Background: an optimization exercise with open tools, aiming at small area. Do not read the settings as production practice.
In this exercise RTL edits were held to simulation tests only and were not proved equivalent to the original.
Power figures rest on the tool's default switching activity, not on a simulated workload.

### design.v
`timescale 1ns / 1ps
module ad7621(
    input sys_clk,
    input sys_rst,
    input [15:0] FPGA_OFFSETVALUE,
    input [15:0] FPGA_MAXSATVALUE,
    input ad7621_restart,
    input ad7621_start,
    input ad7621_busy,
    input [15:0] ad7621_di,
    output reg ad7621_convst,
    output wire [15:0] ad7621_fifo_do,
    output reg ad7621_flag_fifo_do
    );
    function [22:0] radd;
        input [21:0] a;
        input [21:0] b;
        input cin;
        integer i;
        reg c;
        begin
            c = cin;
            for (i = 0; i < 22; i = i + 1) begin
                radd[i] = a[i] ^ b[i] ^ c;
                c = (a[i] & b[i]) | (c & (a[i] ^ b[i]));
            end
            radd[22] = c;
        end
    endfunction
    reg [2:0] busy_s;
    always @ (posedge sys_clk)
        busy_s <= {busy_s[1:0], ad7621_busy};
    wire busy_fall = busy_s[2] & ~busy_s[1];
    reg [11:0] cnt_rd_pixel;
    always @ (posedge sys_clk)
    begin
        if (sys_rst || ad7621_restart) cnt_rd_pixel <= 12'd0;
        else if (ad7621_start) cnt_rd_pixel <= cnt_rd_pixel + 12'd1;
    end
    wire [22:0] pix_sub = radd({6'd0, ad7621_di}, {6'd0, ~FPGA_OFFSETVALUE}, 1'b1);
    reg [15:0] r_dat_temp;
    reg start;
    wire in_window = (cnt_rd_pixel >= 12'd34) && (cnt_rd_pixel <= 12'd2081);
    always @ (posedge sys_clk)
    begin
        if (sys_rst || ad7621_restart)
        begin
            r_dat_temp <= 16'd0;
            start <= 1'b0;
        end
        else begin
            start <= busy_fall & in_window;
            if (busy_fall & in_window) r_dat_temp <= pix_sub[15:0];
        end
    end
    wire [9:0] y = FPGA_MAXSATVALUE[15:6];
    reg busy;
    reg [3:0] iter;
    reg [9:0] y1;
    reg [10:0] ac;
    reg [19:0] acc;
    reg sat;
    wire [22:0] ac_sub_full = radd({11'd0, ac}, {11'd0, 1'b1, ~y1}, 1'b1);
    wire [11:0] ac_diff = {~ac_sub_full[11], ac_sub_full[10:0]};
    wire qbit = ~ac_diff[11];
    wire [10:0] ac_sub = qbit ? ac_diff[10:0] : ac;
    wire [10:0] ac_next = {ac_sub[9:0], ~(iter[3] & (iter[2:0] != 3'd0))};    
    wire [22:0] acc_sum_full = radd({1'b0, acc, 1'b0}, qbit ? {6'd0, r_dat_temp} : 22'd0, 1'b0);
    wire [21:0] acc_sum = acc_sum_full[21:0];
    wire done = busy & (iter == 4'd13);
    always @ (posedge sys_clk)
    begin
        if (sys_rst) begin
            busy <= 1'b0;
            ad7621_flag_fifo_do <= 1'b0;
        end
        else begin
            ad7621_flag_fifo_do <= done & ~start;
            if (start) busy <= (y[9:4] != 6'd0);
            else if (done) busy <= 1'b0;
        end
    end
    always @ (posedge sys_clk)
    begin
        if (start) begin
            iter <= 4'd0;
            ac <= 11'd1;
            acc <= 20'd0;
            sat <= 1'b0;
        end
        else begin
            iter <= iter + 4'd1;
            ac <= ac_next;
            if (ad7621_restart & ~done) begin
                acc <= 20'd0;
                sat <= 1'b0;
            end else begin
                acc <= acc_sum[19:0];
                sat <= sat | (acc_sum[21:20] != 2'd0);
            end
        end
    end
    always @ (posedge sys_clk)
        if (start) y1 <= y;
    assign ad7621_fifo_do = sat ? 16'hFFFF : acc[19:4];
    reg ad7621_start_ff1;
    reg ad7621_start_ff2;
    always @ (posedge sys_clk)
    begin
        ad7621_start_ff1 <= ad7621_start;
        ad7621_start_ff2 <= ad7621_start_ff1;
    end
    always @ (posedge sys_clk)
    begin
        if (sys_rst || ad7621_restart)
            ad7621_convst <= 1'b1;
        else begin
            if (ad7621_start) ad7621_convst <= 1'b0;
            if (ad7621_start_ff2) ad7621_convst <= 1'b1;
        end
    end
endmodule
`timescale 1ns / 1ps
module fpga_spi(
    input sys_clk,
    input sys_rst,
    input clk_rise,          
    input clk_fall,          
    output reg [15:0] FPGA_COUNTBASE,     
    output reg [15:0] FPGA_STRBCOUNT,     
    output reg [15:0] FPGA_INTCLOCK,      
    output reg [15:0] FPGA_SSLOWDELAY,    
    output reg [15:0] FPGA_SSHIGHDELAY,   
    output reg [15:0] FPGA_LAMPENABLE,    
    output reg [15:0] FPGA_OFFSETVALUE,   
    output reg [15:0] FPGA_MAXSATVALUE,   
    output reg strobe_param_change,       
    input fpga_cs,
    input fpga_mosi,
    output reg fpga_miso
    );
    localparam [15:0] version = 16'd1;
    reg [2:0] cs_s;
    always @ (posedge sys_clk)
        cs_s <= {cs_s[1:0], fpga_cs};
    wire cs_rise = cs_s[1] & ~cs_s[2];
    reg [4:0] cnt_spi;
    reg Rx_Done;
    reg [23:0] receive_data;
    always @ (posedge sys_clk)
    begin
        if (cs_rise || sys_rst)
        begin
            cnt_spi <= 5'd0;
            Rx_Done <= 1'b0;
        end
        else if (clk_rise && ~fpga_cs) begin
            cnt_spi <= cnt_spi + 5'd1;
            receive_data <= {receive_data[22:0], fpga_mosi};
            if (cnt_spi == 5'd23) Rx_Done <= 1'b1;
        end
    end
    reg wr_or_rd;
    reg [5:0] fpga_addr;
    reg [16:0] transmit_data;
    always @ (posedge sys_clk)
    begin
        if (sys_rst)
            transmit_data <= 17'd0;
        else if (cnt_spi == 5'd8)
        begin
            case (fpga_addr)
                6'h02: transmit_data <= {FPGA_COUNTBASE, 1'b0};
                6'h03: transmit_data <= {FPGA_STRBCOUNT, 1'b0};
                6'h06: transmit_data <= {FPGA_INTCLOCK, 1'b0};
                6'h0E: transmit_data <= {FPGA_SSLOWDELAY, 1'b0};
                6'h0F: transmit_data <= {FPGA_SSHIGHDELAY, 1'b0};
                6'h10: transmit_data <= {FPGA_LAMPENABLE, 1'b0};
                6'h17: transmit_data <= {FPGA_OFFSETVALUE, 1'b0};
                6'h1A: transmit_data <= {FPGA_MAXSATVALUE, 1'b0};
                default: transmit_data <= {version, 1'b0};
            endcase
        end
    end
    reg [4:0] cnt_shift_data;
    always @ (posedge sys_clk)
    begin
        if (cs_rise || sys_rst)
        begin
            wr_or_rd <= 1'b0;
            fpga_addr <= 6'd0;
        end
        else if (clk_fall)
        begin
            if (cnt_spi == 5'd8) begin
                wr_or_rd <= receive_data[0];
                fpga_addr <= receive_data[7:2];
            end
            if (cnt_spi[4] ^ cnt_spi[3])     
            begin
                cnt_shift_data <= cnt_shift_data - 5'd1;
                fpga_miso <= transmit_data[cnt_shift_data];
            end
            else begin
                fpga_miso <= 1'b0;
                cnt_shift_data <= 5'd16;
            end
        end
        if (sys_rst)
        begin
            fpga_miso <= 1'b0;
            cnt_shift_data <= 5'd16;
        end
    end
    wire wr = Rx_Done & wr_or_rd;
    wire [5:0] wa = receive_data[23:18];
    wire [15:0] wd = receive_data[15:0];
    wire [7:0] we = {8{wr}} & {wa == 6'h1A, wa == 6'h17, wa == 6'h10, wa == 6'h0F,
                               wa == 6'h0E, wa == 6'h06, wa == 6'h03, wa == 6'h02};
    always @ (posedge sys_clk) if (sys_rst | we[0]) FPGA_COUNTBASE   <= sys_rst ? 16'd48000 : wd;
    always @ (posedge sys_clk) if (sys_rst | we[1]) FPGA_STRBCOUNT   <= sys_rst ? 16'd4800  : wd;
    always @ (posedge sys_clk) if (sys_rst | we[2]) FPGA_INTCLOCK    <= sys_rst ? 16'd6     : wd;
    always @ (posedge sys_clk) if (sys_rst | we[3]) FPGA_SSLOWDELAY  <= sys_rst ? 16'h0005 : wd;
    always @ (posedge sys_clk) if (sys_rst | we[4]) FPGA_SSHIGHDELAY <= sys_rst ? 16'h0001 : wd;
    always @ (posedge sys_clk) if (sys_rst | we[5]) FPGA_LAMPENABLE  <= sys_rst ? 16'h0000 : wd;
    always @ (posedge sys_clk) if (sys_rst | we[6]) FPGA_OFFSETVALUE <= sys_rst ? 16'h0000 : wd;
    always @ (posedge sys_clk) if (sys_rst | we[7]) FPGA_MAXSATVALUE <= sys_rst ? 16'h55F0 : wd;
    always @ (posedge sys_clk)
    begin
        if (sys_rst) strobe_param_change <= 1'b0;
        else strobe_param_change <= wr & (((wa == 6'h02) & (wd != FPGA_COUNTBASE)) |
                                          ((wa == 6'h03) & (wd != FPGA_STRBCOUNT)));
    end
endmodule
`timescale 1ns / 1ps
module ilx511b(
    input sys_clk,
    input sys_rst,
    input [15:0] FPGA_INTCLOCK,
    input acq_rise,                  
    output reg ilx511b_clk,
    output reg ilx511b_rog,
    output flag_adc_start,
    output reg flag_sel_clok,
    output flag_en_single_strobe
    );
    localparam [2:0] IDLE = 3'd0,
                     WAIT_CLK_TO_ROG1 = 3'd1,
                     RESET_CCD = 3'd2,
                     INTEGRATION = 3'd4,
                     LATCH_DATA = 3'd5,
                     WAIT_ROG_TO_CLK2 = 3'd6,
                     READ_SPECTRUM = 3'd7;
    reg [2:0] current_state;
    reg [2:0] next_state;
    wire en_wait1 = (next_state == WAIT_CLK_TO_ROG1);
    wire en_reset = (next_state == RESET_CCD);
    wire en_integ = (next_state == INTEGRATION);
    wire en_latch = (next_state == LATCH_DATA);
    wire en_wait2 = (next_state == WAIT_ROG_TO_CLK2);
    wire en_read  = (next_state == READ_SPECTRUM);
    wire en_delay = en_wait1 | en_reset | en_latch | en_wait2;
    localparam [15:0] CNT_0 = 16'h0001,
                      CNT_10 = 16'h0444,
                      CNT_19 = 16'h88d0,
                      CNT_299 = 16'h7c7b,
                      CNT_47700 = 16'h9078,
                      CNT_47999 = 16'hb8c5;
    reg [15:0] cnt;
    reg [15:0] cnt2;
    wire [15:0] cnt_step = {cnt[14:0], cnt[15] ^ cnt[14] ^ cnt[12] ^ cnt[3]};
    wire [16:0] cnt2_inc = cnt2 + 17'd1;
    reg read_d;          
    reg delay_done;      
    reg integ_done;
    reg flag_en_frame;
    wire f_rog1  = delay_done & en_wait1;
    wire f_integ = delay_done & en_reset;
    wire f_latch = delay_done & en_latch;
    wire f_smp   = delay_done & en_wait2;
    always @ (posedge sys_clk)
    begin
        if (sys_rst) current_state <= IDLE;
        else current_state <= next_state;
    end
    always @ (posedge sys_clk)
    begin
        if (sys_rst)
        begin
            next_state <= IDLE;
            flag_sel_clok <= 1'b0;
            flag_en_frame <= 1'b0;
        end else begin
            case (current_state)
            IDLE:
            begin
                flag_sel_clok <= 1'b0;
                flag_en_frame <= 1'b0;
                if (acq_rise) next_state <= WAIT_CLK_TO_ROG1;
            end
            WAIT_CLK_TO_ROG1:
            begin
                flag_sel_clok <= 1'b1;
                if (f_rog1) next_state <= RESET_CCD;
            end
            RESET_CCD:
                if (f_integ) next_state <= INTEGRATION;
            INTEGRATION:
            begin
                if ((cnt2_inc == {1'b0, FPGA_INTCLOCK})&&(cnt == CNT_47700)) flag_sel_clok <= 1'b1;
                if ((cnt2 == 0)&&(cnt == CNT_299)) flag_sel_clok <= 1'b0;
                if (integ_done) next_state <= LATCH_DATA;
            end
            LATCH_DATA:
                if (f_latch) next_state <= WAIT_ROG_TO_CLK2;
            WAIT_ROG_TO_CLK2:
                if (f_smp) next_state <= READ_SPECTRUM;
            READ_SPECTRUM:
                if (cnt2 == 4200      )
                begin
                    next_state <= IDLE;
                    flag_en_frame <= 1'b1;
                end
            default: next_state <= IDLE;
            endcase
        end
    end
    always @ (posedge sys_clk)
    begin
        read_d <= en_read;
        if (en_read)
        begin
            if (cnt == CNT_19)
            begin
                cnt <= CNT_0;
                if (cnt2 == 4200      ) cnt2 <= 16'd0;
                else cnt2 <= cnt2_inc[15:0];
            end
            else cnt <= cnt_step;
        end
        else if (sys_rst | delay_done | integ_done)
        begin
            cnt <= CNT_0;
            cnt2 <= 16'd0;
        end
        else if (en_delay)
        begin
            if (cnt == CNT_299) cnt <= CNT_0;
            else cnt <= cnt_step;
            cnt2 <= 16'd0;
        end
        else if (en_integ)
        begin
            if (cnt == CNT_47999)
            begin
                cnt <= CNT_0;
                cnt2 <= cnt2_inc[15:0];
            end
            else cnt <= cnt_step;
        end
        else begin
            cnt <= CNT_0;
            cnt2 <= 16'd0;
        end
    end
    always @ (posedge sys_clk)
    begin
        if (sys_rst | delay_done) delay_done <= 1'b0;
        else delay_done <= en_delay & (cnt == CNT_299);
    end
    always @ (posedge sys_clk)
    begin
        if (sys_rst | integ_done) integ_done <= 1'b0;
        else integ_done <= en_integ & (cnt2 == FPGA_INTCLOCK);
    end
    always @ (posedge sys_clk)
    begin
        if (sys_rst | flag_en_frame)
            ilx511b_rog <= 1'b1;
        else begin
            if (f_rog1 | integ_done) ilx511b_rog <= 1'b0;
            if (f_integ | f_latch) ilx511b_rog <= 1'b1;
        end
    end
    always @ (posedge sys_clk)
    begin
        if (sys_rst | flag_en_frame)
            ilx511b_clk <= 1'b1;
        if (en_read && (cnt == CNT_19) && (cnt2 != 4200      ))
            ilx511b_clk <= ~ilx511b_clk;
    end
    reg [1:0] adc_s;
    always @ (posedge sys_clk)
        adc_s <= {adc_s[0], read_d & (cnt == CNT_10) & (ilx511b_clk == 1'b0)};
    assign flag_adc_start = adc_s[1];
    assign flag_en_single_strobe = f_latch;
endmodule
`timescale 1ns / 1ps
module make_strobe(
	 input sys_clk,
	 input sys_rst,
	 input flag_en_single_strobe,
	 input param_change,            
	 input [15:0] FPGA_COUNTBASE,
	 input [15:0] FPGA_STRBCOUNT,
	 input [15:0] FPGA_SSLOWDELAY,
	 input [15:0] FPGA_SSHIGHDELAY,
	 input lamp_enable,
	 output reg single_strobe,
	 output reg cont_strobe
    );
	 reg flag_start_single_strobe;
	 reg flag_end_single_strobe;
	 reg [15:0] cnt_mk_strobe;
	 reg [4:0] cnt_mk_2MHz;
	 always @ (posedge sys_clk)
	 begin
		if (sys_rst | ~lamp_enable | flag_end_single_strobe)
		begin
			single_strobe <= 1'b1;
			cnt_mk_2MHz <= 5'd0;
			cnt_mk_strobe <= 16'd0;
			flag_start_single_strobe <= 1'b0;
			flag_end_single_strobe <= 1'b0;
		end
		else begin
			if (cnt_mk_strobe == FPGA_SSHIGHDELAY) single_strobe <= 1'b0;
			if (cnt_mk_strobe == FPGA_SSLOWDELAY)
			begin
				single_strobe <= 1'b1;
				flag_end_single_strobe <= 1'b1;
			end
			if (flag_en_single_strobe) flag_start_single_strobe <= 1'b1;
			if (flag_start_single_strobe)
			begin
				if (cnt_mk_2MHz == 5'd23)
				begin
					cnt_mk_strobe <= cnt_mk_strobe + 16'd1;
					cnt_mk_2MHz <= 5'd0;
				end else begin
					cnt_mk_2MHz <= cnt_mk_2MHz + 5'd1;
				end
			end else begin
				cnt_mk_2MHz <= 5'd0;
				cnt_mk_strobe <= 16'd0;
			end
		end
	 end
	 wire [14:0] base = FPGA_COUNTBASE[15:1];
	 reg [14:0] cnt_base;
	 reg [15:0] cnt_rep;
	 reg [27:0] lfsr;
	 reg lfsr_run;
	 reg wrapped;
	 wire base_end = (cnt_base == 15'd1);
	 wire period_end = base_end & (cnt_rep == 16'd0) & ~wrapped & (base != 15'd0);
	 always @ (posedge sys_clk)
	 begin
		if (sys_rst | ~lamp_enable | param_change | period_end)
		begin
			cnt_base <= base;
			cnt_rep <= FPGA_STRBCOUNT;
			lfsr <= 28'd1;
			lfsr_run <= 1'b0;
			wrapped <= 1'b0;
		end else begin
			if (base_end)
			begin
				cnt_base <= base;
				cnt_rep <= cnt_rep - 16'd1;
			end
			else cnt_base <= cnt_base - 15'd1;
			lfsr <= {lfsr[26:0], lfsr[27] ^ lfsr[24]};
			lfsr_run <= 1'b1;
			wrapped <= wrapped | (lfsr_run & (lfsr == 28'd1));
		end
	 end
	 always @ (posedge sys_clk)
	 begin
		if (sys_rst | ~lamp_enable | param_change)
			cont_strobe <= 1'b1;
		else if (period_end)
			cont_strobe <= ~cont_strobe;
	 end
endmodule
`timescale 1ns / 1ps
module make_22500pulse(
	 input sys_clk,
	 input sys_rst,
	 output reg clk_2_5Mhz
    );
	 reg [3:0] cnt_make_2_5Mhz;
	 always @ (posedge sys_clk)
	 begin
		if (sys_rst)
		begin
			cnt_make_2_5Mhz <= 4'd0;
			clk_2_5Mhz <= 1'b0;
		end
		else if (cnt_make_2_5Mhz == 4'd9)
		begin
			cnt_make_2_5Mhz <= 4'd0;
			clk_2_5Mhz <= ~clk_2_5Mhz;
		end
		else cnt_make_2_5Mhz <= cnt_make_2_5Mhz + 4'd1;
	 end
endmodule
`timescale 1ns / 1ps
module fifo_spi(
    input sys_clk,
    input sys_rst,
    input [15:0] fifo_data,
    input clk_rise,
    output flag_rd_fifo,
    input fifo_cs,
    output fifo_miso
    );
    reg [2:0] cs_s;
    always @ (posedge sys_clk)
        cs_s <= {cs_s[1:0], fifo_cs};
    assign flag_rd_fifo = cs_s[2] & ~cs_s[1];
    reg flag_fifo_data_ff;
    always @ (posedge sys_clk)
    begin
        if (sys_rst) flag_fifo_data_ff <= 1'b0;
        else flag_fifo_data_ff <= flag_rd_fifo;
    end
    reg [15:0] data_tranfer;
    always @ (posedge sys_clk)
    begin
        if (sys_rst) data_tranfer <= 16'd0;
        else if (clk_rise) data_tranfer <= (data_tranfer << 1'b1);
        else if (flag_fifo_data_ff) data_tranfer <= fifo_data;
    end
    assign fifo_miso = data_tranfer[15];
endmodule
`timescale 1ns / 1ps
module top_embed(
	input sys_clk,
	input xreset,
	input fifo_rset,
	input trigger,
	output reg pixel_ready,
	output single_strobe,
	output cont_strobe,
	input spi_clk,
	input spi_mosi,
	output spi_miso,
	output spi_miso_oe,
	input fpga_cs,
	input fifo_cs,
	input e2_cs,
	input adt_cs,
	output adt7301_clk,
	output adt7301_cs,
	output eeprom_clk,
	output eeprom_cs,
	output ilx511b_clk,
	output ilx511b_rog,
	output ilx511b_shsw,
	input ad7621_busy,
	input [15:0] ad7621_di,
	output ad7621_convst,
	output fifo_rst,
	output [15:0] fifo_din,
	output fifo_wr_en,
	output fifo_rd_en,
	input [15:0] fifo_dout,
	input fifo_full,
	input fifo_empty,
	input [10:0] fifo_data_count
    );
	reg [2:0] sclk_s;
	reg [2:0] acq_s;
	always @ (posedge sys_clk)
	begin
		sclk_s <= {sclk_s[1:0], spi_clk};
		acq_s <= {acq_s[1:0], fifo_rset | trigger};
	end
	wire sclk_rise = sclk_s[1] & ~sclk_s[2];
	wire sclk_fall = sclk_s[2] & ~sclk_s[1];
	wire acq_rise = acq_s[1] & ~acq_s[2];
	wire fpga_miso;
	wire fifo_miso;
	assign spi_miso = (fifo_cs == 1'b0) ? fifo_miso : (fpga_cs == 1'b0) ? fpga_miso : 1'b0;
	assign spi_miso_oe = e2_cs & adt_cs;
	assign eeprom_clk = spi_clk;
	assign eeprom_cs = e2_cs;
	assign adt7301_clk = spi_clk;
	assign adt7301_cs = adt_cs;
	wire [15:0] FPGA_COUNTBASE;
	wire [15:0] FPGA_STRBCOUNT;
	wire [15:0] FPGA_INTCLOCK;
	wire [15:0] FPGA_SSLOWDELAY;
	wire [15:0] FPGA_SSHIGHDELAY;
	wire [15:0] FPGA_LAMPENABLE;
	wire [15:0] FPGA_OFFSETVALUE;
	wire [15:0] FPGA_MAXSATVALUE;
	wire strobe_param_change;
	fpga_spi fpga_spi_instance (
	.sys_clk(sys_clk),
	.sys_rst(xreset),
	.clk_rise(sclk_rise),
	.clk_fall(sclk_fall),
	.FPGA_COUNTBASE(FPGA_COUNTBASE),
	.FPGA_STRBCOUNT(FPGA_STRBCOUNT),
	.FPGA_INTCLOCK(FPGA_INTCLOCK),
	.FPGA_SSLOWDELAY(FPGA_SSLOWDELAY),
	.FPGA_SSHIGHDELAY(FPGA_SSHIGHDELAY),
	.FPGA_LAMPENABLE(FPGA_LAMPENABLE),
	.FPGA_OFFSETVALUE(FPGA_OFFSETVALUE),
	.FPGA_MAXSATVALUE(FPGA_MAXSATVALUE),
	.strobe_param_change(strobe_param_change),
	.fpga_cs(fpga_cs),
	.fpga_mosi(spi_mosi),
	.fpga_miso(fpga_miso)
	);
	wire flag_adc_start;
	wire ilx511b_clk_ff;
	wire ilx511b_rog_ff;
	wire flag_sel_clok;
	wire flag_en_single_strobe;
	ilx511b ilx_instance (
	.sys_clk(sys_clk),
	.sys_rst(xreset),
	.FPGA_INTCLOCK(FPGA_INTCLOCK),
	.acq_rise(acq_rise),
	.ilx511b_clk(ilx511b_clk_ff),
	.ilx511b_rog(ilx511b_rog_ff),
	.flag_adc_start(flag_adc_start),
	.flag_sel_clok(flag_sel_clok),
	.flag_en_single_strobe(flag_en_single_strobe)
	);
	make_strobe mk_strobe_instance (
	.sys_clk(sys_clk),
	.sys_rst(xreset),
	.flag_en_single_strobe(flag_en_single_strobe),
	.param_change(strobe_param_change),
	.FPGA_COUNTBASE(FPGA_COUNTBASE),
	.FPGA_STRBCOUNT(FPGA_STRBCOUNT),
	.FPGA_SSLOWDELAY(FPGA_SSLOWDELAY),
	.FPGA_SSHIGHDELAY(FPGA_SSHIGHDELAY),
	.lamp_enable(FPGA_LAMPENABLE[0]),
	.single_strobe(single_strobe),
	.cont_strobe(cont_strobe)
	);
	wire clk_2_5Mhz;
	make_22500pulse make_pulse_instance (
	.sys_clk(sys_clk),
	.sys_rst(xreset),
	.clk_2_5Mhz(clk_2_5Mhz)
	);
	assign ilx511b_clk = (flag_sel_clok == 1'b1) ? ~ilx511b_clk_ff : ~clk_2_5Mhz;
	assign ilx511b_rog = ~ilx511b_rog_ff;
	assign ilx511b_shsw = 1'b0;
	wire ad7621_flag_fifo_do;
	ad7621 ad7621_instance (
	.sys_clk(sys_clk),
	.sys_rst(xreset),
	.FPGA_OFFSETVALUE(FPGA_OFFSETVALUE),
	.FPGA_MAXSATVALUE(FPGA_MAXSATVALUE),
	.ad7621_restart(acq_rise),
	.ad7621_start(flag_adc_start),
	.ad7621_busy(ad7621_busy),
	.ad7621_di(ad7621_di),
	.ad7621_convst(ad7621_convst),
	.ad7621_fifo_do(fifo_din),
	.ad7621_flag_fifo_do(ad7621_flag_fifo_do)
	);
	wire flag_rd_fifo;
	assign fifo_rst = xreset | acq_rise;
	assign fifo_wr_en = ad7621_flag_fifo_do & ~fifo_full;
	assign fifo_rd_en = flag_rd_fifo & ~fifo_empty;
	always @ (posedge sys_clk)
		pixel_ready <= |fifo_data_count;
	fifo_spi fifo_spi_instance (
	.sys_clk(sys_clk),
	.sys_rst(xreset),
	.fifo_data(fifo_dout),
	.clk_rise(sclk_rise),
	.flag_rd_fifo(flag_rd_fifo),
	.fifo_cs(fifo_cs),
	.fifo_miso(fifo_miso)
	);
endmodule
### flow/run.sh
#!/bin/bash
export BUFFER_PORTS_ARGS="-buffer_cell sky130_fd_sc_hd__buf_1"
export CTS_ARGS="-sink_clustering_enable -repair_clock_nets -dont_use_dummy_load -buf_list sky130_fd_sc_hd__clkbuf_4 -sink_clustering_size 8 -sink_clustering_max_diameter 40"
bash standard.sh > standard_flow.log 2>&1
### standard.sh
#!/bin/bash
# synth_recipe.tcl (not shown) runs the flow's synth.tcl, then flattens the netlist and writes it again
# the make line also repeats each setting of config.mk as NAME=value (left out here)
make -C /OpenROAD-flow-scripts/flow DESIGN_CONFIG=/design/flow/config.mk WORK_HOME=/design/flow/orfs CLKGATE_MAP_FILE= SYNTH_SCRIPT=/design/flow/synth_recipe.tcl "${@:-finish}"
### config.mk
export PLATFORM = sky130hd
export DESIGN_NAME = top_embed
export DESIGN_NICKNAME = top_embed
export VERILOG_FILES = /design/flow/design.v
export SDC_FILE = /design/flow/constraint.sdc
export NUM_CORES = 4
export LEC_CHECK = 0
export CAP_MARGIN = 20
export CORE_MARGIN = 2
export CORE_UTILIZATION = 40
export SLEW_MARGIN = 20
### constraint.sdc
create_clock -name core_clock -period 20.0 [get_ports {sys_clk}]
set_input_delay 4.0000 -clock core_clock [delete_from_list [all_inputs] [get_ports {sys_clk}]]
set_output_delay 4.0000 -clock core_clock [all_outputs]
set_load 0.01 [all_outputs]
==> results of run 1 <==
-- cells by family after synthesis --
family	Yosys count	synth area share, %
flops	439	54.4
buf+inv	162	3.50
fa+ha+maj	66	5.59
simple gates	669	18.2
mux	36	2.05
xor+xnor	166	7.37
other cells	1	0.0190
compound gates	260	8.82
-- layout by cell type (no fill, tap or decap), types with 20 or more instances in the layout --
cell type / netlist / final
dfxtp_1: 244 / 244
and2_4: 20 / 20
inv_1: 68 / 68
edfxtp_1: 195 / 195
nor2b_1: 47 / 47
a21oi_1: 52 / 51
nand4_1: 37 / 37
mux2i_1: 28 / 28
nand2_1: 112 / 112
nor3_1: 39 / 37
nor2_1: 169 / 168
a22oi_1: 68 / 68
buf_1: 3 / 85
nand3_1: 29 / 29
fa_1: 37 / 37
xnor2_1: 69 / 69
ha_1: 29 / 29
xor2_1: 97 / 97
and2_1: 53 / 53
clkbuf_4: 0 / 80
nor4_1: 37 / 37
a211oi_1: 39 / 39
or2_2: 34 / 34
o21ai_0: 45 / 44
-- final timing paths --
kind | from | endpoint | cells past startpoint
hold / removal | ad7621_instance.busy_s[0]$_DFF_P_ | ad7621_instance.busy_s[1]$_DFF_P_ | 0
hold reg to reg | ad7621_instance.busy_s[0]$_DFF_P_ | ad7621_instance.busy_s[1]$_DFF_P_ | 0
setup / recovery | ad7621_instance.ac[0]$_SDFF_PP1_ | ad7621_instance.acc[19]$_SDFF_PP0_ | 38
setup reg to reg | ad7621_instance.ac[0]$_SDFF_PP1_ | ad7621_instance.acc[19]$_SDFF_PP0_ | 38
-- final cells by class --
class	count	area, sq um	area share (%)
Clock buffer	79	593	2.80
Inverter	68	255	1.20
Multi-Input combinational cell	1198	8340	39.3
Sequential cell	439	10700	50.6
Antenna cell	1	2.50	0.0118
Timing Repair Buffer	102	453	2.14
Tap cell	664	831	3.92
-- through the flow --
step,total power (W),instance area (sq um)
floorplan,0.00116,19700
global placement,0.00120,20600
detailed placement,0.00121,20600
CTS,0.00170,21200
global route,0.00176,21200
finish,0.00167,21200
-- worst reg2reg max path: cells and delay by family, from the launching register on --
kind	cells	cell delay (ns)
simple gates	3	0.90
fa+ha+maj	29	8.98
flops	1	0.32
buf+inv	6	0.34
-- power breakdown --
part	leakage [nW]	internal (W)	switching [W]
registers	3.93	0.000982	0.0000446
logic	3.45	0.0000681	0.0000938
clock network	0.363	0.000181	0.000303
total	7.74	0.00123	0.000441
-- routing by layer --
metal	track usage [%]	share of wire, %	vias to the layer above
met1	26.7	46	6520
li1	-	-	6493
met5	0	0	-
met4	5.84	2.4	0
met2	28.6	44	471
met3	3.93	7.3	101
==> impl_metrics.py, run 1 <==
metrics = {
    "outcome": {
        "outcome": "no timing/DRC/antenna violations",
    },
    "clocking": {
        "path_clk_slew_ns": 0.08,
        "clk_root_buffer_cell": "clkbuf_4",
        "worstSkewPairLatency_ns": 0.81,
        "hold_buffers": 0,
        "clockBufferDepth": 3,
        "cts_setup_buffers": 0,
        "clock-sinks": 439,
        "postCtsResizedCells": 0,
        "cts_tree": "built",
        "cts_max_level": 3,
        "numCtsBuffers": 79,
    },
    "cells_and_area": {
        "top_regs": "mk_strobe_instance.lfsr (28), fpga_spi_instance.receive_data (24), ad7621_instance.acc (20)",
        "n_fill_cell": 4745,
        "final_nets": 2010,
        "fin_util_pct": 43.4,
        "max_flop_register": "mk_strobe_instance.lfsr",
        "largest_reg_flops": 28,
        "area_growth_pct": 7.52,
        "layout.cells.non_filler": 2551,
        "drive_above_1_share_pct": 10.0,
    },
    "sta": {
        "finalClockSkew_ns": 0.108,
        "finalHoldViolCount": 0,
        "worst_pin_slew_ns": 1.05,
        "final-setup-viol-count": 0,
        "grt_setup_unrepaired": "no",
        "period_share_pct": 53.4,
        "max_freq_ghz": 0.0936,
        "finalCriticalPeriod_ns": 10.68,
        "finalSetupTns_ns": 0,
        "fin_hold_ws_ns": 0.332,
        "setup_ws_ns": 9.32,
        "drv_slew": 0,
        "relSlewSlack_pct": 30.0,
    },
    "power": {
        "ir_drop_v": 0.0000372,
        "power_density_nw_per_um2": 78.8,
        "p_leak_nw": 7.74,
    },
    "logic_synthesis": {
        "synthesis.nets": 1921,
        "yosysTopAreaCellShare_pct": 29.7,
        "netlist_instances": 1799,
        "yosysUniqueCellTypes": 72,
        "synth_seq_cells": 439,
        "synth.cell_area_sq_um": 19700,
        "yosys_warnings": 7,
        "synth_flop_cell": "dfxtp_1",
        "synth-edff-count": 195,
        "synthTopCellsByCount": "dfxtp_1 (244), edfxtp_1 (195), nor2_1 (169), nand2_1 (112), xor2_1 (97)",
        "syn_avg_cell_area_sq_um": 11.0,
        "post-synth-top-count-cell": "dfxtp_1",
        "ys_seq_area_share_pct": 54.4,
        "yosys.area.top_type": "edfxtp_1",
        "synthArstFlopShare_pct": 0,
        "synth.area.top_cells": "edfxtp_1 (30%), dfxtp_1 (25%), xor2_1 (4.3%)",
    },
    "run": {
        "maxCapViolations": 0,
    },
    "setup_path": {
        "cp.arrival_ns": 11.35,
        "crit_fanout": 33,
        "start_kind": "register",
        "cp_top_family": "adder cells",
        "rrSetupSlack_ns": 9.32,
        "critPathKind": "register to register",
        "cp_slowest_stage_delay_ns": 0.50,
        "required_ns": 20.67,
        "crit_top_cell": "fa_1",
        "path_buf_inv": 6,
        "crit_path_end_kind": "register",
        "cpMaxStageDelayCell": "or2_2",
    },
    "floorplan": {
        "die_h_um": 226,
        "die_x_um": 226,
        "core_sq_um": 48800,
        "ioPinCount": 88,
        "start_util_pct": 40.4,
        "dieArea_sq_um": 51100,
        "rows": 81,
    },
    "placement": {
        "routabilityCongestion": 0.901,
        "dp_cells": 2470,
        "io_buffer_count": 86,
        "hpwl_mm": 33.9,
        "dp_slack_ns": 9.18,
    },
    "min_path": {
        "min_path_type": "register to register",
    },
    "global_route": {
        "grtUsageTotal_pct": 18.8,
        "grt-ovfl-total": 0,
        "grt_max_degree": 77,
        "grt_pass1_vias": 13200,
        "antenna_found_initial": 1,
        "grt_pass1_wl_mm": 74.0,
    },
    "routing": {
        "dr_total_vias": 13600,
        "vias_per_cell": 5.33,
        "drtPass1Iterations": 5,
        "route.detailed.drc": 0,
        "wire_per_inst_um": 18.7,
        "drt_wl_total_mm": 47.7,
        "drtIter0Drc": 1126,
        "final_antenna_net_count": 0,
    },
}
==> run 2, diff against run 1 <==
--- a/design.v
+++ b/design.v
@@ -14,2 +14,26 @@
     );
+    function [31:0] rinc;
+        input [31:0] a;
+        integer i;
+        reg c;
+        begin
+            c = 1'b1;
+            for (i = 0; i < 32; i = i + 1) begin
+                rinc[i] = a[i] ^ c;
+                c = a[i] & c;
+            end
+        end
+    endfunction
+    function [31:0] rdec;
+        input [31:0] a;
+        integer i;
+        reg b;
+        begin
+            b = 1'b1;
+            for (i = 0; i < 32; i = i + 1) begin
+                rdec[i] = a[i] ^ b;
+                b = ~a[i] & b;
+            end
+        end
+    endfunction
     function [22:0] radd;
@@ -37,3 +61,3 @@
         if (sys_rst || ad7621_restart) cnt_rd_pixel <= 12'd0;
-        else if (ad7621_start) cnt_rd_pixel <= cnt_rd_pixel + 12'd1;
+        else if (ad7621_start) cnt_rd_pixel <= rinc({20'd0, cnt_rd_pixel});
     end
@@ -42,3 +66,5 @@
     reg start;
-    wire in_window = (cnt_rd_pixel >= 12'd34) && (cnt_rd_pixel <= 12'd2081);
+    wire ge34 = (cnt_rd_pixel[11:6] != 6'd0) | (cnt_rd_pixel[5] & (cnt_rd_pixel[4:1] != 4'd0));
+    wire le2081 = ~cnt_rd_pixel[11] | ((cnt_rd_pixel[10:6] == 5'd0) & (~cnt_rd_pixel[5] | (cnt_rd_pixel[4:1] == 4'd0)));
+    wire in_window = ge34 & le2081;
     always @ (posedge sys_clk)
@@ -91,3 +117,3 @@
         else begin
-            iter <= iter + 4'd1;
+            iter <= rinc({28'd0, iter});
             ac <= ac_next;
@@ -142,2 +168,26 @@
     localparam [15:0] version = 16'd1;
+    function [31:0] rinc;
+        input [31:0] a;
+        integer i;
+        reg c;
+        begin
+            c = 1'b1;
+            for (i = 0; i < 32; i = i + 1) begin
+                rinc[i] = a[i] ^ c;
+                c = a[i] & c;
+            end
+        end
+    endfunction
+    function [31:0] rdec;
+        input [31:0] a;
+        integer i;
+        reg b;
+        begin
+            b = 1'b1;
+            for (i = 0; i < 32; i = i + 1) begin
+                rdec[i] = a[i] ^ b;
+                b = ~a[i] & b;
+            end
+        end
+    endfunction
     reg [2:0] cs_s;
@@ -157,3 +207,3 @@
         else if (clk_rise && ~fpga_cs) begin
-            cnt_spi <= cnt_spi + 5'd1;
+            cnt_spi <= rinc({27'd0, cnt_spi});
             receive_data <= {receive_data[22:0], fpga_mosi};
@@ -168,3 +218,3 @@
         if (sys_rst)
-            transmit_data <= 17'd0;
+            transmit_data[16] <= 1'b0;
         else if (cnt_spi == 5'd8)
@@ -200,3 +250,3 @@
             begin
-                cnt_shift_data <= cnt_shift_data - 5'd1;
+                cnt_shift_data <= rdec({27'd0, cnt_shift_data});
                 fpga_miso <= transmit_data[cnt_shift_data];
@@ -209,6 +259,3 @@
         if (sys_rst)
-        begin
             fpga_miso <= 1'b0;
-            cnt_shift_data <= 5'd16;
-        end
     end
@@ -246,2 +293,26 @@
     );
+    function [31:0] rinc;
+        input [31:0] a;
+        integer i;
+        reg c;
+        begin
+            c = 1'b1;
+            for (i = 0; i < 32; i = i + 1) begin
+                rinc[i] = a[i] ^ c;
+                c = a[i] & c;
+            end
+        end
+    endfunction
+    function [31:0] rdec;
+        input [31:0] a;
+        integer i;
+        reg b;
+        begin
+            b = 1'b1;
+            for (i = 0; i < 32; i = i + 1) begin
+                rdec[i] = a[i] ^ b;
+                b = ~a[i] & b;
+            end
+        end
+    endfunction
     localparam [2:0] IDLE = 3'd0,
@@ -271,3 +342,4 @@
     wire [15:0] cnt_step = {cnt[14:0], cnt[15] ^ cnt[14] ^ cnt[12] ^ cnt[3]};
-    wire [16:0] cnt2_inc = cnt2 + 17'd1;
+    wire [31:0] cnt2_inc32 = rinc({16'd0, cnt2});
+    wire [16:0] cnt2_inc = cnt2_inc32[16:0];
     reg read_d;          
@@ -411,2 +483,26 @@
     );
+    function [31:0] rinc;
+        input [31:0] a;
+        integer i;
+        reg c;
+        begin
+            c = 1'b1;
+            for (i = 0; i < 32; i = i + 1) begin
+                rinc[i] = a[i] ^ c;
+                c = a[i] & c;
+            end
+        end
+    endfunction
+    function [31:0] rdec;
+        input [31:0] a;
+        integer i;
+        reg b;
+        begin
+            b = 1'b1;
+            for (i = 0; i < 32; i = i + 1) begin
+                rdec[i] = a[i] ^ b;
+                b = ~a[i] & b;
+            end
+        end
+    endfunction
 	 reg flag_start_single_strobe;
@@ -437,6 +533,6 @@
 				begin
-					cnt_mk_strobe <= cnt_mk_strobe + 16'd1;
+					cnt_mk_strobe <= rinc({16'd0, cnt_mk_strobe});
 					cnt_mk_2MHz <= 5'd0;
 				end else begin
-					cnt_mk_2MHz <= cnt_mk_2MHz + 5'd1;
+					cnt_mk_2MHz <= rinc({27'd0, cnt_mk_2MHz});
 				end
@@ -469,5 +565,5 @@
 				cnt_base <= base;
-				cnt_rep <= cnt_rep - 16'd1;
+				cnt_rep <= rdec({16'd0, cnt_rep});
 			end
-			else cnt_base <= cnt_base - 15'd1;
+			else cnt_base <= rdec({17'd0, cnt_base});
 			lfsr <= {lfsr[26:0], lfsr[27] ^ lfsr[24]};
@@ -491,2 +587,26 @@
     );
+    function [31:0] rinc;
+        input [31:0] a;
+        integer i;
+        reg c;
+        begin
+            c = 1'b1;
+            for (i = 0; i < 32; i = i + 1) begin
+                rinc[i] = a[i] ^ c;
+                c = a[i] & c;
+            end
+        end
+    endfunction
+    function [31:0] rdec;
+        input [31:0] a;
+        integer i;
+        reg b;
+        begin
+            b = 1'b1;
+            for (i = 0; i < 32; i = i + 1) begin
+                rdec[i] = a[i] ^ b;
+                b = ~a[i] & b;
+            end
+        end
+    endfunction
 	 reg [3:0] cnt_make_2_5Mhz;
@@ -504,3 +624,3 @@
 		end
-		else cnt_make_2_5Mhz <= cnt_make_2_5Mhz + 4'd1;
+		else cnt_make_2_5Mhz <= rinc({28'd0, cnt_make_2_5Mhz});
 	 end
==> run 2 against run 1 <==
Routed wire length decreased by 3.6%. First-iteration DRC count increased by 1.6%. Clock power about the same. Sequential power about the same. Still clean.
==> impl_metrics.py, run 2 <==
metrics = {
    "floorplan": {
        "rows": 80,
        "die_x_um": 225,
        "ioPinCount": 88,
        "dieArea_sq_um": 50500,
        "die_h_um": 225,
        "start_util_pct": 40.7,
        "core_sq_um": 47800,
    },
    "logic_synthesis": {
        "yosysUniqueCellTypes": 65,
        "synthTopCellsByCount": "dfxtp_1 (224), edfxtp_1 (215), nor2_1 (111), ha_1 (95), inv_1 (86)",
        "yosys_warnings": 7,
        "synth.cell_area_sq_um": 19500,
        "yosysTopAreaCellShare_pct": 33.2,
        "synth_flop_cell": "dfxtp_1",
        "netlist_instances": 1636,
        "synthArstFlopShare_pct": 0,
        "ys_seq_area_share_pct": 56.2,
        "yosys.area.top_type": "edfxtp_1",
        "synthesis.nets": 1824,
        "synth_seq_cells": 439,
        "post-synth-top-count-cell": "dfxtp_1",
        "syn_avg_cell_area_sq_um": 11.9,
        "synth-edff-count": 215,
        "synth.area.top_cells": "edfxtp_1 (33%), dfxtp_1 (23%), ha_1 (6.1%)",
    },
    "global_route": {
        "grtUsageTotal_pct": 18.6,
        "grt_pass1_vias": 12800,
        "grt_pass1_wl_mm": 71.9,
        "antenna_found_initial": 1,
        "grt_max_degree": 63,
        "grt-ovfl-total": 0,
    },
    "clocking": {
        "path_clk_slew_ns": 0.07,
        "numCtsBuffers": 79,
        "cts_max_level": 3,
        "cts_tree": "built",
        "clockBufferDepth": 3,
        "cts_setup_buffers": 0,
        "postCtsResizedCells": 0,
        "clock-sinks": 439,
        "clk_root_buffer_cell": "clkbuf_4",
        "hold_buffers": 0,
        "worstSkewPairLatency_ns": 0.81,
    },
    "routing": {
        "routed-wl-met2_mm": 20.8,
        "drt-met1-wl_mm": 20.3,
        "final_antenna_net_count": 0,
        "route.detailed.drc": 0,
        "drtPass1Iterations": 6,
        "dr_total_vias": 12700,
        "drtIter0Drc": 1144,
        "wl_met3_mm": 3.51,
        "top_layer": "met4",
        "vias_per_cell": 5.35,
        "wire_per_inst_um": 19.4,
        "drt_wl_total_mm": 45.9,
    },
    "placement": {
        "dp_cells": 2285,
        "routabilityCongestion": 0.888,
        "hpwl_mm": 33.0,
        "io_buffer_count": 86,
        "dp_slack_ns": 9.17,
    },
    "sta": {
        "period_share_pct": 53.5,
        "grt_setup_unrepaired": "no",
        "finalHoldViolCount": 0,
        "finalSetupTns_ns": 0,
        "finalCriticalPeriod_ns": 10.71,
        "relSlewSlack_pct": 31.6,
        "fin_hold_ws_ns": 0.330,
        "worst_pin_slew_ns": 1.02,
        "drv_slew": 0,
        "max_freq_ghz": 0.0934,
        "setup_ws_ns": 9.29,
        "finalClockSkew_ns": 0.0783,
        "final-setup-viol-count": 0,
    },
    "cells_and_area": {
        "fin_util_pct": 43.9,
        "area_growth_pct": 7.90,
        "n_fill_cell": 4492,
        "layout.cells.non_filler": 2365,
        "final_common_cell": "dfxtp_1",
        "final_nets": 1939,
        "multi_input_area_sq_um": 7910,
        "seqCellArea_sq_um": 10900,
        "max_flop_register": "mk_strobe_instance.lfsr",
        "drive_above_1_share_pct": 10.7,
        "largest_reg_flops": 28,
        "final_cell_mix": "dfxtp_1 (224), edfxtp_1 (215), nor2_1 (110), ha_1 (95), inv_1 (86)",
        "top_regs": "mk_strobe_instance.lfsr (28), fpga_spi_instance.receive_data (24), ad7621_instance.acc (20)",
    },
    "setup_path": {
        "crit_fanout": 33,
        "rrSetupSlack_ns": 9.29,
        "crit_path_end_kind": "register",
        "cp_slowest_stage_delay_ns": 0.51,
        "cpMaxStageDelayCell": "or2_2",
        "crit_top_cell": "fa_1",
        "cp.arrival_ns": 11.40,
        "required_ns": 20.69,
        "critPathKind": "register to register",
        "start_kind": "register",
    },
    "power": {
        "p_leak_nw": 8.28,
        "power_density_nw_per_um2": 77.8,
        "ir_drop_v": 0.0000281,
    },
    "run": {
        "maxCapViolations": 0,
    },
    "outcome": {
        "outcome": "no timing/DRC/antenna violations",
    },
    "min_path": {
        "min_path_type": "register to register",
    },
}
[run 2: changes by cell type after synthesis, moves of 18 or more]
cell / delta
dfxtp_1: -20
nor2_1: -58
xor2_1: -19
xnor2_1: -30
o21ai_0: -21
edfxtp_1: +20
nand2_1: -35
ha_1: +66
inv_1: +18
and2_4: -20
nand3_1: -18
and2_1: +22
[run 2: worst max-delay path: cells and delay by family (launching register included)]
kind / cells / cell delay, ns
adders and majority gates: 29 / 9.00
buffers and inverters: 6 / 0.37
DFF: 1 / 0.31
and+or+nand+nor: 3 / 0.91
[run 2: final cells by class]
type | instances | share of cell area [%]
well taps | 615 | 3.66
flip-flops and latches | 439 | 52.1
repair buffers | 105 | 2.23
diodes | 1 | 0.0119
multi-input cells | 1040 | 37.7
clock buffers | 79 | 2.82
inverters | 86 | 1.54
[run 2: metal layers]
layer | vias to the layer above | GRT usage, %
li1 | 6006 | -
met1 | 6134 | 24.9
met2 | 424 | 29.1
met3 | 89 | 4.56
met4 | 0 | 7.35
met5 | - | 0
[run 2: through the flow]
stage	total power, W	cell area, sq um
after detailed placement	0.00118	20400
after global routing	0.00172	21000
after floorplan	0.00113	19500
after CTS	0.00166	21000
final	0.00163	21000
after global placement	0.00117	20400
[run 2: path summary, 6_finish.rpt]
check,from,to,cells past startpoint
setup / recovery,ad7621_instance.ac[0]$_SDFF_PP1_,ad7621_instance.acc[19]$_SDFF_PP0_,38
hold reg to reg,acq_s[0]$_DFF_P_,acq_s[1]$_DFF_P_,0
setup reg to reg,ad7621_instance.ac[0]$_SDFF_PP1_,ad7621_instance.acc[19]$_SDFF_PP0_,38
hold / removal,acq_s[0]$_DFF_P_,acq_s[1]$_DFF_P_,0
[run 2: power by group]
group	total, W	leakage, nW	switching (W)	internal, W
clock	0.000482	0.363	0.000301	0.000181
sequential	0.00102	3.95	0.0000336	0.000983
combinational	0.000137	3.97	0.0000800	0.0000566
total	0.00163	8.28	0.000415	0.00122
[run 2: cells by family after synthesis]
kind of cell               after synthesis  share of synthesized area [%]
buffers and inverters                  157                           3.24
xor gates and xnor gates               117                           5.26
other                                    1                         0.0193
adders and majority gates              132                           9.91
AOI/OAI and AO/OA                      201                           7.46
muxes                                   45                           2.54
DFF                                    439                           56.2
and+or+nand+nor                        544                           15.4
==> run 3, diff against run 2 <==
--- a/design.v
+++ b/design.v
@@ -234,3 +234,4 @@
     end
-    reg [4:0] cnt_shift_data;
+    reg [4:0] ncnt_shift;        
+    wire [4:0] cnt_shift_data = ~ncnt_shift;
     always @ (posedge sys_clk)
@@ -250,3 +251,3 @@
             begin
-                cnt_shift_data <= rdec({27'd0, cnt_shift_data});
+                ncnt_shift <= rinc({27'd0, ncnt_shift});
                 fpga_miso <= transmit_data[cnt_shift_data];
@@ -255,3 +256,3 @@
                 fpga_miso <= 1'b0;
-                cnt_shift_data <= 5'd16;
+                ncnt_shift <= ~5'd16;
             end
@@ -325,3 +326,15 @@
     reg [2:0] current_state;
-    reg [2:0] next_state;
+    reg pending;
+    reg [2:0] succ_state;
+    always @ (*)
+        case (current_state)
+        IDLE:             succ_state = WAIT_CLK_TO_ROG1;
+        WAIT_CLK_TO_ROG1: succ_state = RESET_CCD;
+        RESET_CCD:        succ_state = INTEGRATION;
+        INTEGRATION:      succ_state = LATCH_DATA;
+        LATCH_DATA:       succ_state = WAIT_ROG_TO_CLK2;
+        WAIT_ROG_TO_CLK2: succ_state = READ_SPECTRUM;
+        default:          succ_state = IDLE;
+        endcase
+    wire [2:0] next_state = pending ? succ_state : current_state;
     wire en_wait1 = (next_state == WAIT_CLK_TO_ROG1);
@@ -352,6 +365,24 @@
     wire f_smp   = delay_done & en_wait2;
+    reg trigger;
+    always @ (*)
+        case (current_state)
+        IDLE:             trigger = acq_rise;
+        WAIT_CLK_TO_ROG1: trigger = f_rog1;
+        RESET_CCD:        trigger = f_integ;
+        INTEGRATION:      trigger = integ_done;
+        LATCH_DATA:       trigger = f_latch;
+        WAIT_ROG_TO_CLK2: trigger = f_smp;
+        READ_SPECTRUM:    trigger = (cnt2 == 4200      );
+        default:          trigger = 1'b1;
+        endcase
     always @ (posedge sys_clk)
     begin
-        if (sys_rst) current_state <= IDLE;
-        else current_state <= next_state;
+        if (sys_rst)
+        begin
+            current_state <= IDLE;
+            pending <= 1'b0;
+        end else begin
+            current_state <= next_state;
+            pending <= trigger & ~pending;
+        end
     end
@@ -361,3 +392,2 @@
         begin
-            next_state <= IDLE;
             flag_sel_clok <= 1'b0;
@@ -370,11 +400,5 @@
                 flag_en_frame <= 1'b0;
-                if (acq_rise) next_state <= WAIT_CLK_TO_ROG1;
             end
             WAIT_CLK_TO_ROG1:
-            begin
                 flag_sel_clok <= 1'b1;
-                if (f_rog1) next_state <= RESET_CCD;
-            end
-            RESET_CCD:
-                if (f_integ) next_state <= INTEGRATION;
             INTEGRATION:
@@ -383,15 +407,6 @@
                 if ((cnt2 == 0)&&(cnt == CNT_299)) flag_sel_clok <= 1'b0;
-                if (integ_done) next_state <= LATCH_DATA;
             end
-            LATCH_DATA:
-                if (f_latch) next_state <= WAIT_ROG_TO_CLK2;
-            WAIT_ROG_TO_CLK2:
-                if (f_smp) next_state <= READ_SPECTRUM;
             READ_SPECTRUM:
-                if (cnt2 == 4200      )
-                begin
-                    next_state <= IDLE;
-                    flag_en_frame <= 1'b1;
-                end
-            default: next_state <= IDLE;
+                if (cnt2 == 4200      ) flag_en_frame <= 1'b1;
+            default: ;
             endcase
@@ -545,4 +560,4 @@
 	 wire [14:0] base = FPGA_COUNTBASE[15:1];
-	 reg [14:0] cnt_base;
-	 reg [15:0] cnt_rep;
+	 reg [14:0] ncnt_base;
+	 reg [15:0] ncnt_rep;
 	 reg [27:0] lfsr;
@@ -550,4 +565,4 @@
 	 reg wrapped;
-	 wire base_end = (cnt_base == 15'd1);
-	 wire period_end = base_end & (cnt_rep == 16'd0) & ~wrapped & (base != 15'd0);
+	 wire base_end = (ncnt_base == 15'h7ffe);       
+	 wire period_end = base_end & (ncnt_rep == 16'hffff) & ~wrapped & (base != 15'd0);
 	 always @ (posedge sys_clk)
@@ -556,4 +571,4 @@
 		begin
-			cnt_base <= base;
-			cnt_rep <= FPGA_STRBCOUNT;
+			ncnt_base <= ~base;
+			ncnt_rep <= ~FPGA_STRBCOUNT;
 			lfsr <= 28'd1;
@@ -564,6 +579,6 @@
 			begin
-				cnt_base <= base;
-				cnt_rep <= rdec({16'd0, cnt_rep});
+				ncnt_base <= ~base;
+				ncnt_rep <= rinc({16'd0, ncnt_rep});
 			end
-			else cnt_base <= rdec({17'd0, cnt_base});
+			else ncnt_base <= rinc({17'd0, ncnt_base});
 			lfsr <= {lfsr[26:0], lfsr[27] ^ lfsr[24]};
==> run 3 against run 2 <==
Still clean. Clock-buffer cell count fell by 6. Routed wire length decreased by 2.8%. Register-to-register slack gained 0.05 ns. Clock skew up 0.019 ns. Fmax is 0.43% higher. Cell area fell by 1.1%. Critical path type unchanged. Critical endpoint unchanged. Largest cell class unchanged.
==> impl_metrics.py, run 3 <==
metrics = {
    "logic_synthesis": {
        "netlist_instances": 1597,
        "synth.area.top_cells": "edfxtp_1 (34%), dfxtp_1 (23%), ha_1 (6.5%)",
        "synthArstFlopShare_pct": 0,
        "yosysUniqueCellTypes": 68,
        "yosys_warnings": 7,
        "synth-edff-count": 215,
        "synth_flop_cell": "dfxtp_1",
        "synthTopCellsByCount": "dfxtp_1 (222), edfxtp_1 (215), nor2_1 (119), ha_1 (99), and2_1 (78)",
        "synth_seq_cells": 437,
        "syn_avg_cell_area_sq_um": 12.0,
        "yosys.area.top_type": "edfxtp_1",
        "synthesis.nets": 1789,
        "ys_seq_area_share_pct": 56.8,
        "yosysTopAreaCellShare_pct": 33.6,
        "post-synth-top-count-cell": "dfxtp_1",
        "synth.cell_area_sq_um": 19200,
    },
    "global_route": {
        "grtUsageTotal_pct": 18.2,
        "grt_max_degree": 65,
        "grt-ovfl-total": 0,
        "grt_pass1_wl_mm": 69.6,
        "globalRouteMet2Util_pct": 27.8,
        "grt_pass1_vias": 12100,
        "met1_usage_pct": 25.2,
        "antenna_found_initial": 2,
        "grtUsageMet3_pct": 3.91,
        "grt_busiest_layer": "met2",
    },
    "sta": {
        "final-setup-viol-count": 0,
        "max_freq_ghz": 0.0938,
        "finalClockSkew_ns": 0.0972,
        "finalSetupTns_ns": 0,
        "drv_slew": 0,
        "relSlewSlack_pct": 30.3,
        "worst_pin_slew_ns": 1.04,
        "grt_setup_unrepaired": "no",
        "finalCriticalPeriod_ns": 10.66,
        "period_share_pct": 53.3,
        "finalHoldViolCount": 0,
    },
    "cells_and_area": {
        "max_flop_register": "mk_strobe_instance.lfsr",
        "largest_reg_flops": 28,
        "layout.cells.non_filler": 2323,
        "top_regs": "mk_strobe_instance.lfsr (28), fpga_spi_instance.receive_data (24), ad7621_instance.acc (20)",
        "seqCellArea_sq_um": 10900,
        "drive_above_1_share_pct": 8.79,
        "final_cell_mix": "dfxtp_1 (222), edfxtp_1 (215), nor2_1 (119), ha_1 (99), buf_1 (85)",
        "multi_input_area_sq_um": 7850,
        "n_fill_cell": 4408,
        "final_common_cell": "dfxtp_1",
        "final_nets": 1901,
        "area_growth_pct": 8.23,
    },
    "setup_path": {
        "start_kind": "register",
        "cp_slowest_stage_delay_ns": 0.51,
        "rrSetupSlack_ns": 9.34,
        "critPathKind": "register to register",
        "reg2reg_depth": 38,
        "reg2reg_from": "ad7621_instance.ac[0]$_SDFF_PP1_",
        "crit_top_cell": "fa_1",
        "crit_fanout": 33,
        "r2r-end": "ad7621_instance.acc[19]$_SDFF_PP0_",
        "cp.arrival_ns": 11.34,
        "worstSetupEndpoint": "ad7621_instance.acc[19]$_SDFF_PP0_",
        "critPathLaunch": "ad7621_instance.ac[0]$_SDFF_PP1_",
        "required_ns": 20.68,
        "crit_path_end_kind": "register",
        "cpMaxStageDelayCell": "or2_2",
    },
    "clocking": {
        "postCtsResizedCells": 0,
        "clock-sinks": 437,
        "cts_setup_buffers": 0,
        "worstSkewPairLatency_ns": 0.80,
        "clk_root_buffer_cell": "clkbuf_4",
        "path_clk_slew_ns": 0.08,
        "numCtsBuffers": 73,
        "hold_buffers": 0,
        "cts_tree": "built",
        "cts_max_level": 3,
        "clockBufferDepth": 3,
    },
    "floorplan": {
        "ioPinCount": 88,
        "die_h_um": 223,
        "core_sq_um": 47500,
        "die_x_um": 223,
        "rows": 80,
        "dieArea_sq_um": 49700,
        "start_util_pct": 40.4,
    },
    "run": {
        "maxCapViolations": 0,
    },
    "routing": {
        "dr_total_vias": 12500,
        "final_antenna_net_count": 0,
        "vias_per_cell": 5.38,
        "wire_per_inst_um": 19.2,
        "route.detailed.drc": 0,
        "drtPass1Iterations": 7,
        "drt_wl_total_mm": 44.6,
        "drtIter0Drc": 1094,
    },
    "placement": {
        "routabilityCongestion": 0.864,
        "io_buffer_count": 86,
        "hpwl_mm": 32.0,
        "dp_cells": 2248,
    },
    "power": {
        "power_density_nw_per_um2": 77.7,
        "p_leak_nw": 8.03,
        "ir_drop_v": 0.0000302,
    },
    "min_path": {
        "hp-start": "fpga_spi_instance.cs_s[0]$_DFF_P_",
        "min_path_type": "register to register",
    },
    "outcome": {
        "outcome": "no timing/DRC/antenna violations",
    },
}
==> run 3: cell count changes after synthesis, moves of 8 or more <==
cell,before,now
inv_1,86,55
a211oi_1,25,40
a211oi_2,16,1
nor2_2,15,0
xor2_1,78,67
xnor2_1,39,48
nor2_1,111,119
==> run 3: worst max-delay path, delay by kind of cell, from the launching register on <==
| family | cells | cell delay, ns |
|---|---|---|
| buf+inv | 6 | 0.35 |
| simple gates | 3 | 0.90 |
| fa+ha+maj | 29 | 8.96 |
| flops | 1 | 0.32 |
==> run 3: cells by family after synthesis <==
kind of cell / count (synthesis) / share of synthesized area [%]
AOI/OAI and AO/OA: 205 / 7.28
xor gates and xnor gates: 115 / 5.25
adders and majority gates: 136 / 10.3
buffers and inverters: 123 / 2.56
DFF: 437 / 56.8
muxes: 48 / 2.65
other: 1 / 0.0195
and+or+nand+nor: 532 / 15.1
==> run 3: cell type report <==
cell class,instances,area share (%)
Antenna cell,1,0.0120
Clock buffer,73,2.64
Inverter,55,0.994
Multi-Input combinational cell,1037,37.8
Sequential cell,437,52.5
Tap cell,615,3.70
Timing Repair Buffer,105,2.39
==> run 3: power by group <==
group          total, W  switching (W)  leakage (nW)  internal [W]
clock          0.000463       0.000296         0.336      0.000167
combinational  0.000137      0.0000794          3.77     0.0000572
sequential      0.00101      0.0000340          3.93      0.000979
==> run 3: metrics by stage <==
step	area [sq um]	hold WS [ns]	util, %	total power (W)	setup WS (ns)
floorplan	19200	0.310	-	0.00113	9.66
global placement	20200	0.314	42.4	0.00116	9.33
detailed placement	20200	0.312	42.5	0.00117	9.17
CTS	20800	0.328	43.6	0.00164	9.18
global route	20800	0.339	43.7	0.00169	8.75
finish	20800	0.329	43.7	0.00161	9.34
==> run 3: worst min-delay path by stage <==
stage          slack (ns)  cells after the start                           endpoint
2_1_floorplan        0.31                      0                   acq_s[1]$_DFF_P_
3_3_place_gp         0.31                      0  fpga_spi_instance.cs_s[1]$_DFF_P_
3_5_place_dp         0.31                      0                   acq_s[1]$_DFF_P_
4_1_cts              0.33                      0  fpga_spi_instance.cs_s[1]$_DFF_P_
5_1_grt              0.34                      0                   acq_s[1]$_DFF_P_
6_report             0.33                      0  fpga_spi_instance.cs_s[1]$_DFF_P_
==> run 3: routing by layer <==
layer	vias up	wire, um
met3	79	3250
met2	446	19900
met5	-	0
met4	0	1260
met1	6068	20200
li1	5907	-
==> run 4, diff against run 3 <==
--- a/config.mk
+++ b/config.mk
@@ -9,3 +9,3 @@
 export CORE_MARGIN = 2
-export CORE_UTILIZATION = 40
+export CORE_UTILIZATION = 65
 export SLEW_MARGIN = 20
==> run 4 against run 3 <==
Still clean. Via count decreased by 0.34%. Sequential cell count unchanged. Utilization increased by 27 points. Setup slack improved by 0.028 ns. First-iteration DRC count decreased by 1.6%. Global-route usage increased by 10 points. Critical path depth unchanged. Largest cell class unchanged.
==> impl_metrics.py, run 4 <==
metrics = {
    "logic_synthesis": {
        "synthesis.nets": 1789,
        "yosys.area.top_type": "edfxtp_1",
        "yosys_warnings": 7,
        "synth_flop_cell": "dfxtp_1",
        "synth.area.top_cells": "edfxtp_1 (34%), dfxtp_1 (23%), ha_1 (6.5%)",
        "syn_avg_cell_area_sq_um": 12.0,
        "netlist_instances": 1597,
        "ys_seq_area_share_pct": 56.8,
        "synth_seq_cells": 437,
        "synthTopCellsByCount": "dfxtp_1 (222), edfxtp_1 (215), nor2_1 (119), ha_1 (99), and2_1 (78)",
        "yosysTopAreaCellShare_pct": 33.6,
        "synth.cell_area_sq_um": 19200,
        "post-synth-top-count-cell": "dfxtp_1",
        "synth-edff-count": 215,
        "synthArstFlopShare_pct": 0,
        "yosysUniqueCellTypes": 68,
    },
    "setup_path": {
        "required_ns": 20.55,
        "crit_path_end_kind": "register",
        "cp_top_family": "adder cells",
        "cp.arrival_ns": 11.18,
        "cpMaxStageDelayCell": "or2_2",
        "start_kind": "register",
        "path_buf_inv": 6,
        "crit_top_cell": "fa_1",
        "crit_fanout": 33,
        "cp_slowest_stage_delay_ns": 0.50,
        "critPathKind": "register to register",
    },
    "floorplan": {
        "ioPinCount": 88,
        "die_h_um": 176,
        "dieArea_sq_um": 30900,
        "start_util_pct": 66.5,
        "core_sq_um": 28900,
        "die_x_um": 176,
        "rows": 62,
    },
    "clocking": {
        "cts_tree": "built",
        "hold_buffers": 0,
        "path_clk_slew_ns": 0.08,
        "worstSkewPairLatency_ns": 0.69,
        "cts_setup_buffers": 0,
        "clk_root_buffer_cell": "clkbuf_4",
        "postCtsResizedCells": 0,
        "numCtsBuffers": 67,
        "cts_max_level": 3,
        "clockBufferDepth": 3,
        "clock-sinks": 437,
    },
    "sta": {
        "max_freq_ghz": 0.0941,
        "finalSetupTns_ns": 0,
        "finalCriticalPeriod_ns": 10.63,
        "grt_setup_unrepaired": "no",
        "finalHoldViolCount": 0,
        "period_share_pct": 53.2,
        "final-setup-viol-count": 0,
        "setup_ws_ns": 9.37,
        "finalClockSkew_ns": 0.0817,
        "relSlewSlack_pct": 33.5,
        "worst_pin_slew_ns": 0.998,
        "drv_slew": 0,
    },
    "power": {
        "seq_power_share_pct": 63.8,
        "power_density_nw_per_um2": 77.7,
        "p_sw_share_pct": 25.0,
        "p_leak_nw": 7.99,
        "combPwrFrac_pct": 8.6,
        "cell_internal_pwr_w": 0.00119,
        "clockPowerShare_pct": 27.6,
        "p_sw_w": 0.000396,
        "ir_drop_v": 0.0000445,
    },
    "placement": {
        "hpwl_mm": 30.6,
        "io_buffer_count": 86,
        "dp_slack_ns": 9.28,
        "dpl_cell_area_sq_um": 19900,
        "routabilityCongestion": 0.904,
    },
    "cells_and_area": {
        "fin_util_pct": 70.7,
        "final_common_cell": "dfxtp_1",
        "final_cell_mix": "dfxtp_1 (222), edfxtp_1 (215), nor2_1 (118), ha_1 (99), buf_1 (85)",
        "postLayoutCellArea_sq_um": 20400,
        "largest_reg_flops": 28,
        "top_regs": "mk_strobe_instance.lfsr (28), fpga_spi_instance.receive_data (24), ad7621_instance.acc (20)",
        "area_growth_pct": 6.38,
        "final_nets": 1895,
        "max_flop_register": "mk_strobe_instance.lfsr",
        "drive_above_1_share_pct": 8.52,
    },
    "global_route": {
        "grt_pass1_vias": 12100,
        "grt_max_degree": 61,
        "antenna_found_initial": 1,
        "grtUsageTotal_pct": 28.2,
        "grt-ovfl-total": 0,
        "grt_pass1_wl_mm": 66.1,
    },
    "outcome": {
        "outcome": "no timing/DRC/antenna violations",
    },
    "routing": {
        "dr_total_vias": 12500,
        "wire_per_inst_um": 20.5,
        "drtPass1Iterations": 7,
        "drtIter0Drc": 1077,
        "vias_per_cell": 5.97,
        "final_antenna_net_count": 0,
        "route.detailed.drc": 0,
        "drt_wl_total_mm": 42.8,
    },
    "min_path": {
        "min_path_type": "register to register",
    },
    "run": {
        "maxCapViolations": 0,
    },
}
==> run 4: cell counts after synthesis <==
Identical to the previous run, type by type.
==> run 4: cell families (layout without fill, tap and decap cells) <==
group	Yosys count	in the layout	share of synthesized area (%)
and+or+nand+nor	532	532	15.1
other	1	2	0.0195
buffers and inverters	123	227	2.56
AOI/OAI and AO/OA	205	205	7.28
DFF	437	437	56.8
xor gates and xnor gates	115	115	5.25
adders and majority gates	136	136	10.3
muxes	48	48	2.65
==> run 4: layout make-up <==
class | count | area, sq um
inverter | 55 | 206
timing repair buffer | 105 | 474
multi-input combinational | 1037 | 7850
sequential | 437 | 10900
fill | 2189 | 8440
clock buffer | 67 | 503
tap | 384 | 480
antenna | 1 | 2.50
==> run 4: path summary, 6_finish.rpt <==
check	end	depth (start not counted)	start	slack (ns)
worst max register to register	ad7621_instance.acc[19]$_SDFF_PP0_	38	ad7621_instance.ac[0]$_SDFF_PP1_	9.37
worst min-delay path	ilx_instance.adc_s[1]$_DFF_P_	0	ilx_instance.adc_s[0]$_DFF_P_	0.33
worst min register to register	ilx_instance.adc_s[1]$_DFF_P_	0	ilx_instance.adc_s[0]$_DFF_P_	0.33
worst max-delay path	ad7621_instance.acc[19]$_SDFF_PP0_	38	ad7621_instance.ac[0]$_SDFF_PP1_	9.37
==> run 4: per-layer routing <==
| layer | wire [um] | global-route usage (%) | part of all wire, % |
|---|---|---|---|
| met4 | 1340 | 10.7 | 3.1 |
| met1 | 18600 | 39.7 | 43 |
| met3 | 4250 | 7.62 | 9.9 |
| met2 | 18600 | 42.2 | 43 |
| met5 | 0 | 0 | 0 |
==> run 4: power groups by stage <==
stage | combinational (W) | sequential (W) | clock [W]
6_report | 0.000136 | 0.00101 | 0.000438
3_3_place_gp | 0.000133 | 0.00103 | 0
3_5_place_dp | 0.000137 | 0.00103 | 0
2_1_floorplan | 0.000108 | 0.00102 | 0
5_1_grt | 0.000159 | 0.00102 | 0.000484
4_1_cts | 0.000138 | 0.00101 | 0.000447
==> run 4: through the flow <==
stage               power, W  instances  hold WS [ns]
finish               0.00159       2086         0.331
global route         0.00166       2086         0.346
CTS                  0.00160       2084         0.333
detailed placement   0.00117       2017         0.313
global placement     0.00116       2017         0.311
floorplan            0.00113       1597         0.310

==> re-timing with driven ports <==
The flow's constraints put no driver on any port. The routed layouts listed below were extracted and timed again, unchanged, in two steps.
Step 1: set_driving_cell puts a clkbuf_16 on sys_clk and a buf_2 on each other input, an assumption about the parent block.
Step 2 adds t to the input delays and takes it off the output delays; t is the mean of the earliest and latest rising clock arrival at the registers after step 1. Input paths then give back, and output paths get back, about the clock's delay inside the block.
a / b / c = ideal / step 1 / step 2; a / b = the first two.
run | t, ns | setup slack, ns | worst setup path after step 2
run 1 | 0.809 | 9.318 / 9.318 / 9.318 | register to register
run 2 | 0.818 | 9.295 / 9.295 / 9.295 | register to register
run 3 | 0.806 | 9.341 / 9.341 / 9.341 | register to register
run 4 | 0.707 | 9.369 / 9.369 / 9.369 | register to register
After both steps every run listed still meets setup and hold.
